From an optimization exercise on the open Yosys and OpenROAD flow, aimed at small area; shortcuts taken in it are not production practice.
Where RTL was checked, it was by simulation tests only, not by an equivalence proof against the original.

== P ==
// Sine_wave
module Sine_wave
    #(
        parameter DATA_WIDTH    = 12,
        parameter ANGLE_WIDTH   = 16
    )(
    input                       clk,
    input                       reset,
    input                       ce,
    input  [DATA_WIDTH:0]       ampl,
    input  [ANGLE_WIDTH-1:0]    step,
    output [DATA_WIDTH:0]    sin_wave,
    output [DATA_WIDTH:0]    cos_wave
);
For scale: about 1800 cells after synthesis, ~580 flip-flops.
export LEC_CHECK = 0
export CAP_MARGIN = 20
export CORE_MARGIN = 2
export CORE_UTILIZATION = 65
export CTS_BUF_LIST = sky130_fd_sc_hd__clkbuf_8
export CTS_CLUSTER_DIAMETER = 50
export CTS_CLUSTER_SIZE = 20
export SLEW_MARGIN = 20
export CTS_ARGS = -sink_clustering_enable -repair_clock_nets -dont_use_dummy_load -buf_list sky130_fd_sc_hd__clkbuf_8 -sink_clustering_size 20 -sink_clustering_max_diameter 50
export BUFFER_PORTS_ARGS = -buffer_cell sky130_fd_sc_hd__buf_2
export RECOVER_POWER = 100
create_clock -name core_clock -period 5.0 [get_ports {clk}]
standard.sh (not shown) runs the stock make flow with config.mk's settings and CLKGATE_MAP_FILE= SYNTH_SCRIPT=/design/flow/synth_recipe.tcl, a recipe that flattens the netlist after the stock synthesis.
==> flow/flow/run.sh <==
#!/bin/bash
set -euo pipefail
{
  echo 'export CTS_ARGS = -sink_clustering_enable -repair_clock_nets -dont_use_dummy_load -buf_list sky130_fd_sc_hd__clkbuf_8 -sink_clustering_size 20 -sink_clustering_max_diameter 50'
  echo 'export BUFFER_PORTS_ARGS = -buffer_cell sky130_fd_sc_hd__buf_2'
  echo 'export RECOVER_POWER = 100'
} >> config.mk
bash standard.sh > standard_flow.log 2>&1
--- input diff P..Q ---
--- a/flow/design.v
+++ b/flow/design.v
@@ -60,75 +60,57 @@
     input [3:0] w;
 begin
     sgn = s ^ (~w[3] & w[2] & a1) ^ (w[3] & a0);
 end
 endfunction
 function [3:0] step;
     input [3:0] w;
     input       s, up;
-    reg   [3:0] p;
 begin
-    p[0] = s;
-    p[1] = p[0] & ~(w[0] ^ up);
-    p[2] = p[1] & ~(w[1] ^ up);
-    p[3] = p[2] & ~(w[2] ^ up);
-    step = w ^ p;
+    step = s ? (up ? w + 4'd1 : w - 4'd1) : w;
 end
 endfunction
 wire [3:0] wx0 = {2'b00, x_i[1:0]}, wy0 = {2'b00, y_i[1:0]};
 wire [3:0] wx1 = step(wx0, y_i[12],  d[3]);
 wire [3:0] wy1 = step(wy0, x_i[12], ~d[3]);
 wire sx1 = sgn(x_i[12], xa1, xa0, wx1), sy1 = sgn(y_i[12], ya1, ya0, wy1);
 wire [3:0] wx2 = step(wx1, sy1,  d[2]);
 wire [3:0] wy2 = step(wy1, sx1, ~d[2]);
 wire sx2 = sgn(x_i[12], xa1, xa0, wx2), sy2 = sgn(y_i[12], ya1, ya0, wy2);
 wire [3:0] wx3 = step(wx2, sy2,  d[1]);
 wire [3:0] wy3 = step(wy2, sx2, ~d[1]);
 wire sx3 = sgn(x_i[12], xa1, xa0, wx3), sy3 = sgn(y_i[12], ya1, ya0, wy3);
 wire [3:0] wx4 = step(wx3, sy3,  d[0]);
 wire [3:0] wy4 = step(wy3, sx3, ~d[0]);
-rotator_rca #(5) akc (.a({wx4[3], wx4} ^ {5{nc}}), .b({2'b00, nc, 1'b0, nc}), .ci(1'b0), .s(kc));
-rotator_rca #(5) aks (.a({wy4[3], wy4} ^ {5{ns}}), .b({2'b00, ns, 1'b0, ns}), .ci(1'b0), .s(ks));
+assign kc = nc ? 5'd4 - {wx4[3], wx4} : {wx4[3], wx4};
+assign ks = ns ? 5'd4 - {wy4[3], wy4} : {wy4[3], wy4};
 endmodule
 module cordic (
     input         clk,
     input         rst,
     input  [12:0] x_i,
     input  [1:0]  quarter_in,
     input  [15:0] theta_i,
     output [12:0] sin_o,
     output [12:0] cos_o
 );
-function lt16;
-    input [15:0] v;
-    input [15:0] k;
-    integer j;
-    reg r;
-begin
-    r = 1'b0;
-    for (j = 0; j < 16; j = j + 1)
-        r = k[j] ? (~v[j] | r) : (~v[j] & r);
-    lt16 = r;
-end
-endfunction
-wire        big = lt16(16'd57121, theta_i);
+wire        big = theta_i > 16'd57121;
 wire [15:0] ang = big ? 16'd57121 : theta_i;
 wire [15:0] z1_sub;
 rotator_rca #(16) az0 (.a(ang), .b(16'd39812), .ci(1'b0), .s(z1_sub));  
 wire        nz  = |theta_i;
 wire        n1v = nz | (x_i == 13'h1000);
-wire        d1v = ~nz | ~lt16(theta_i, 16'd25724);    
+wire        d1v = ~nz | (theta_i >= 16'd25724);    
 wire [12:0] sa0 = {x_i[12], x_i[12:1]};
 wire        mx0 = n1v & d1v;
-wire [3:0]  x2lo_n, y2lo_n;
-rotator_rca #(4) ax0 (.a({1'b0, x_i[2:0]}), .b({1'b0, sa0[2:0] ^ {3{mx0}}}),
-                      .ci(mx0 | (~n1v & x_i[0])), .s(x2lo_n));
-rotator_rca #(4) ay0 (.a({1'b0, x_i[2:0] ^ {3{~n1v}}}), .b({1'b0, sa0[2:0] ^ {3{~d1v}}}),
-                      .ci(~d1v | ~n1v), .s(y2lo_n));
+wire [3:0]  x2lo_n = {1'b0, x_i[2:0]} + {1'b0, sa0[2:0] ^ {3{mx0}}}
+                     + {3'd0, mx0 | (~n1v & x_i[0])};
+wire [3:0]  y2lo_n = {1'b0, x_i[2:0] ^ {3{~n1v}}} + {1'b0, sa0[2:0] ^ {3{~d1v}}}
+                     + {3'd0, ~d1v | ~n1v};
 reg  [9:0]  ah1;      
 reg  [3:0]  x2lo1, y2lo1;    
 reg         n1;
 reg  [15:0] z1;
 reg  [1:0]  q1;
 always @(posedge clk) begin
     ah1   <= x_i[12:3];
     x2lo1 <= x2lo_n;
@@ -306,36 +288,18 @@
     input  [DATA_WIDTH:0]       ampl,
     input  [ANGLE_WIDTH-1:0]    step,
     output [DATA_WIDTH:0]    sin_wave,
     output [DATA_WIDTH:0]    cos_wave
 );
 reg [15:0] angle;
 reg [1:0]  state;
 wire        up  = ~state[0];    
-wire [15:0] op  = step ^ {16{~up}};
-wire [8:0]  lo, hi0, hi1;
-rotator_rca #(9) alo (.a({1'b0, angle[7:0]}),  .b({1'b0, op[7:0]}),  .ci(~up),  .s(lo));
-rotator_rca #(9) ah0 (.a({1'b0, angle[15:8]}), .b({1'b0, op[15:8]}), .ci(1'b0), .s(hi0));
-rotator_rca #(9) ah1 (.a({1'b0, angle[15:8]}), .b({1'b0, op[15:8]}), .ci(1'b1), .s(hi1));
-wire [8:0]  hi  = lo[8] ? hi1 : hi0;
-wire [16:0] sum = {hi[8] ^ ~up, hi[7:0], lo[7:0]};
-function lt16;
-    input [15:0] v;
-    input [15:0] k;
-    integer j;
-    reg r;
-begin
-    r = 1'b0;
-    for (j = 0; j < 16; j = j + 1)
-        r = k[j] ? (~v[j] | r) : (~v[j] & r);
-    lt16 = r;
-end
-endfunction
-wire        up_ok = lt16(16'd51315, step) | (sum < 17'd51315);
+wire [16:0] sum = {1'b0, angle} + {~up, step ^ {16{~up}}} + {16'd0, ~up};
+wire        up_ok = (step > 16'd51315) | (sum < 17'd51315);
 wire        dn_ok = ~sum[16] & (|sum[15:0]);
 wire        ok    = up ? up_ok : dn_ok;
 always @(posedge clk) begin
     if (ce) begin
         if (reset) begin
             state <= 2'd0;
             angle <= 16'd0;
         end else if (ok) begin
==> notes.md <==
- The die area in Q was higher than what P gave.
- [compare] base=P new=Q: clock latency of the later-clocked register in the worst-skew pair neither gained nor lost much; post-synthesis average cell area lost 4.0%.
- The average wire per standard cell was comparable across Q and P.
- From P to Q the numbers moved as follows: clock skew increased by 0.0048 ns relative to the old numbers, number of antenna violations at the first check in global routing fell by 1.
- Layout overhead on the synthesized area for Q is higher than for P.
- The final reports for Q and P show worst slew slack as a fraction of its limit higher in the former.
- For reg2reg setup slack, P and Q come out practically identical.

---

## v6
Sine_wave, a different RTL version from the one above (not shown whole).
Size: about 600 flip-flops, roughly 58 I/O pins, about 27000 um2 of cells after synthesis.
// Sine_wave
module Sine_wave
    #(
        parameter DATA_WIDTH    = 12,
        parameter ANGLE_WIDTH   = 16
    )(
    input                       clk,
    input                       reset,
    input                       ce,
    input  [DATA_WIDTH:0]       ampl,
    input  [ANGLE_WIDTH-1:0]    step,
    output [DATA_WIDTH:0]    sin_wave,
    output [DATA_WIDTH:0]    cos_wave
);
Settings: LEC_CHECK=0, CAP_MARGIN=20, CORE_MARGIN=2, CORE_UTILIZATION=40, SLEW_MARGIN=20; clock period 5.0 ns.
run.sh (not shown) runs the stock make flow with config.mk's settings and CLKGATE_MAP_FILE= SYNTH_SCRIPT=/design/flow/synth_recipe.tcl, a recipe that flattens the netlist after the stock synthesis.
Stock flow here: none of the scripts above is used.
v6 ran in full, but the layout does not pass; the checks complain about negative setup slack.
Edits applied to the flow inputs when going from v6 to v7:
--- a/flow/design.v
+++ b/flow/design.v
@@ -1,25 +1,25 @@
 module rotator_rca #(parameter W = 13) (
     input  [W-1:0] a,
     input  [W-1:0] b,
     input          ci,
     output [W-1:0] s
 );
 wire [W:0] c;
 assign c[0] = ci;
 genvar i;
 generate
     for (i = 0; i < W; i = i + 1) begin : bit_
-        assign s[i]   = a[i] ^ b[i] ^ c[i];
-        assign c[i+1] = (a[i] & b[i]) | (c[i] & (a[i] ^ b[i]));
+        assign s[i]   = ~(~a[i] ^ b[i] ^ c[i]);
+        assign c[i+1] = ~((~a[i] & ~b[i]) | (~c[i] & (~a[i] | ~b[i])));
     end
 endgenerate
 endmodule
 module rotator_incdec #(parameter W = 13) (
     input  [W-1:0] a,
     input          inc,
     input          dec,
     output [W-1:0] s
 );
 wire [W:0] pi, pd;
 assign pi[0] = inc;
 assign pd[0] = dec;
@@ -55,46 +55,46 @@
 rotator_incdec #(13) ay (.a(y_i), .inc(x_i[12] & ~d), .dec(x_i[12] & d),  .s(y_o));
 endmodule
 module cordic (
     input         clk,
     input         rst,
     input  [12:0] x_i,
     input  [1:0]  quarter_in,
     input  [15:0] theta_i,
     output [12:0] sin_o,
     output [12:0] cos_o
 );
 reg  [12:0] a1;
-reg         n1;
+reg         n1;       
 reg  [15:0] z1;
 reg  [1:0]  q1;
 reg         f1;
 wire        big = theta_i > 16'd57121;
 wire [15:0] ang = big ? 16'd57121 : theta_i;
 wire [15:0] z1_sub;
 rotator_rca #(16) az0 (.a(ang), .b(16'd39812), .ci(1'b0), .s(z1_sub));  
 wire        nz = |theta_i;
 always @(posedge clk) begin
     a1 <= x_i;
-    n1 <= nz;
+    n1 <= nz | (x_i == 13'h1000);    
     z1 <= nz ? z1_sub : 16'd25722;
     q1 <= quarter_in;
     f1 <= rst;
 end
-wire [12:0] neg_a;
-rotator_rca #(13) aneg (.a(~a1), .b(13'd0), .ci(1'b1), .s(neg_a));
-wire [12:0] y1 = n1 ? a1 : neg_a;
 wire        d1 = ~z1[15];
+wire [12:0] sa = {a1[12], a1[12:1]};
+wire        mx = n1 & d1;
 wire [12:0] x2_n, y2_n;
-rotator #(1) r1 (.x_i(a1), .y_i(y1), .d(d1), .x_o(x2_n), .y_o(y2_n));
+rotator_rca #(13) ax1 (.a(a1), .b(sa ^ {13{mx}}), .ci(mx | (~n1 & a1[0])), .s(x2_n));
+rotator_rca #(13) ay1 (.a(a1 ^ {13{~n1}}), .b(sa ^ {13{~d1}}), .ci(~d1 | ~n1), .s(y2_n));
 wire [14:0] z2_n;
 rotator_rca #(15) az1 (.a(z1[14:0]), .b(d1 ? -15'sd15204 : 15'sd15204), .ci(1'b0), .s(z2_n));
 reg [12:0] x2, y2;
 reg [14:0] z2;
 reg [1:0]  q2;
 reg        f2;
 always @(posedge clk) begin
     x2 <= x2_n; y2 <= y2_n; z2 <= z2_n; q2 <= q1; f2 <= rst | f1;
 end
 wire        d2 = ~z2[14];
 wire [12:0] x3_n, y3_n;
 rotator #(2) r2 (.x_i(x2), .y_i(y2), .d(d2), .x_o(x3_n), .y_o(y3_n));
@@ -255,37 +255,36 @@
         parameter ANGLE_WIDTH   = 16
     )(
     input                       clk,
     input                       reset,
     input                       ce,
     input  [DATA_WIDTH:0]       ampl,
     input  [ANGLE_WIDTH-1:0]    step,
     output [DATA_WIDTH:0]    sin_wave,
     output [DATA_WIDTH:0]    cos_wave
 );
 reg [15:0] angle;
 reg [1:0]  state;
-wire        up = ~state[0];
-wire [16:0] sum;
-rotator_rca #(17) aseq (.a({1'b0, angle}), .b({~up, up ? step : ~step}), .ci(~up), .s(sum));
-wire        up_ok = (step > 16'd51315) | (sum < 17'd51315);
-wire        dn_ok = ~sum[16] & (|sum[15:0]);
-wire        ok = up ? up_ok : dn_ok;
+wire        up    = ~state[0];    
+wire [15:0] nxt   = up ? angle + step : angle - step;
+wire        up_ok = (step > 16'd51315) | (({1'b0, angle} + {1'b0, step}) < 17'd51315);
+wire        dn_ok = angle > step;
+wire        ok    = up ? up_ok : dn_ok;
 always @(posedge clk) begin
     if (ce) begin
         if (reset) begin
             state <= 2'd0;
             angle <= 16'd0;
         end else if (ok) begin
-            angle <= sum[15:0];
+            angle <= nxt;
         end else begin
             state <= state + 2'd1;
         end
     end
 end
 cordic cordic (
     .clk        (clk),
     .rst        (reset),
     .x_i        (ampl),
     .quarter_in (state),
     .theta_i    (angle),
     .sin_o      (sin_wave),
==> comparison <==
The flow for v7 finished, though final verification flagged negative setup slack.
v7 and v6 ended up with nearly the same initial cell density of the core.
Die area shrinks by a few percent when moving from v6 to v7.
Summary of v7 over v6: final worst slack up 1880 ps, portion of the layout cell area used by non-clock buffers flat, synthesized cell count down 10%, number of placement rows down 1.1%, routed length on met1 up about 10%.
Min first-pass GRT wire length across v7 and v6: v6
No functional check of the RTL was part of v7.

---

Sine_wave, a different RTL version from the one above (not shown whole).
Size: about 58 I/O pins, about 25000 sq um of cells after synthesis.
==> module rotator_tail, before the edit <==
module rotator_tail (
    input  [12:0] x_i,
    input  [12:0] y_i,
    input  [3:0]  d,       
    input         nc,
    input         ns,
    output [4:0]  kc,
    output [4:0]  ks
);
wire xa1 = &x_i[11:2], xa0 = ~|x_i[11:2];
wire ya1 = &y_i[11:2], ya0 = ~|y_i[11:2];
function sgn;
    input       s, a1, a0;
    input [3:0] w;
begin
    sgn = s ^ (~w[3] & w[2] & a1) ^ (w[3] & a0);
end
endfunction
function [3:0] step;
    input [3:0] w;
    input       s, up;
    reg   [3:0] p;
begin
    p[0] = s;
    p[1] = p[0] & ~(w[0] ^ up);
    p[2] = p[1] & ~(w[1] ^ up);
    p[3] = p[2] & ~(w[2] ^ up);
    step = w ^ p;
end
endfunction
wire [3:0] wx0 = {2'b00, x_i[1:0]}, wy0 = {2'b00, y_i[1:0]};
wire [3:0] wx1 = step(wx0, y_i[12],  d[3]);
wire [3:0] wy1 = step(wy0, x_i[12], ~d[3]);
wire sx1 = sgn(x_i[12], xa1, xa0, wx1), sy1 = sgn(y_i[12], ya1, ya0, wy1);
wire [3:0] wx2 = step(wx1, sy1,  d[2]);
wire [3:0] wy2 = step(wy1, sx1, ~d[2]);
wire sx2 = sgn(x_i[12], xa1, xa0, wx2), sy2 = sgn(y_i[12], ya1, ya0, wy2);
wire [3:0] wx3 = step(wx2, sy2,  d[1]);
wire [3:0] wy3 = step(wy2, sx2, ~d[1]);
wire sx3 = sgn(x_i[12], xa1, xa0, wx3), sy3 = sgn(y_i[12], ya1, ya0, wy3);
wire [3:0] wx4 = step(wx3, sy3,  d[0]);
wire [3:0] wy4 = step(wy3, sx3, ~d[0]);
assign kc = nc ? 5'd4 - {wx4[3], wx4} : {wx4[3], wx4};
assign ks = ns ? 5'd4 - {wy4[3], wy4} : {wy4[3], wy4};
endmodule
Settings: LEC_CHECK=0, CAP_MARGIN=20, CORE_MARGIN=2, CORE_UTILIZATION=65, CTS_BUF_LIST=sky130_fd_sc_hd__clkbuf_8, CTS_CLUSTER_DIAMETER=50, CTS_CLUSTER_SIZE=20, SLEW_MARGIN=20, CTS_ARGS=-sink_clustering_enable -repair_clock_nets -dont_use_dummy_load -buf_list sky130_fd_sc_hd__clkbuf_8 -sink_clustering_size 20 -sink_clustering_max_diameter 50, BUFFER_PORTS_ARGS=-buffer_cell sky130_fd_sc_hd__buf_2, RECOVER_POWER=100; clock period 5.0 ns.
standard.sh (not shown) runs the stock make flow with config.mk's settings and CLKGATE_MAP_FILE= SYNTH_SCRIPT=/design/flow/synth_recipe.tcl, a recipe that flattens the netlist after the stock synthesis.
Scripts as last shown in full above: flow/flow/run.sh
==> next run, changes <==
--- a/flow/design.v
+++ b/flow/design.v
@@ -64,15 +64,10 @@
 endfunction
 function [3:0] step;
     input [3:0] w;
     input       s, up;
-    reg   [3:0] p;
 begin
-    p[0] = s;
-    p[1] = p[0] & ~(w[0] ^ up);
-    p[2] = p[1] & ~(w[1] ^ up);
-    p[3] = p[2] & ~(w[2] ^ up);
-    step = w ^ p;
+    step = s ? (up ? w + 4'd1 : w - 4'd1) : w;
 end
 endfunction
 wire [3:0] wx0 = {2'b00, x_i[1:0]}, wy0 = {2'b00, y_i[1:0]};
 wire [3:0] wx1 = step(wx0, y_i[12],  d[3]);
Result: The changed run finished with timing, DRC and antenna clean. Via count is lower by 2.1%. Routed wire length is lower by 2.1%. Register-to-register slack hardly moves. Flip-flop and latch count is unchanged. Global-route usage is lower by 0.13 points. Setup slack loses 0.0056 ns.

afterwards: timing with drivers on the ports:
How much do the figures lean on ideal ports? The routed layouts below were timed once more, with nothing changed but the port constraints. Step 1 assumes that a clkbuf_16 drives the clock port and a buf_2 every other input. Step 2, shift: input delay + t, output delay - t, t = (earliest + latest rising clock arrival at the registers) / 2. This alone moves slack from input paths to output paths. a / b / c = ideal ports / drivers / drivers and shift; a / b = the first two.
run | shift t [ns] | setup WS [ns] | worst setup path after step 2
P | 0.651 | 0.093 / 0.093 / -0.329 | input to register
Q | 0.659 | 0.101 / 0.101 / 0.098 | input to register
v6 | 0.665 | -2.046 / -2.046 / -2.659 | input to register
v7 | 0.642 | -0.162 / -0.162 / -0.162 | register to register
the first run of note 3 | 0.656 | 0.096 / 0.096 / -0.349 | input to register
the second run of note 3 | 0.645 | 0.090 / 0.090 / -0.403 | input to register
Met with ideal ports but missed after step 2: setup timing in P, the first run of note 3 and the second run of note 3. For v6, which loses most, drivers alone change the setup slack by 0.000 ns; drivers and shift together by -0.613 ns.
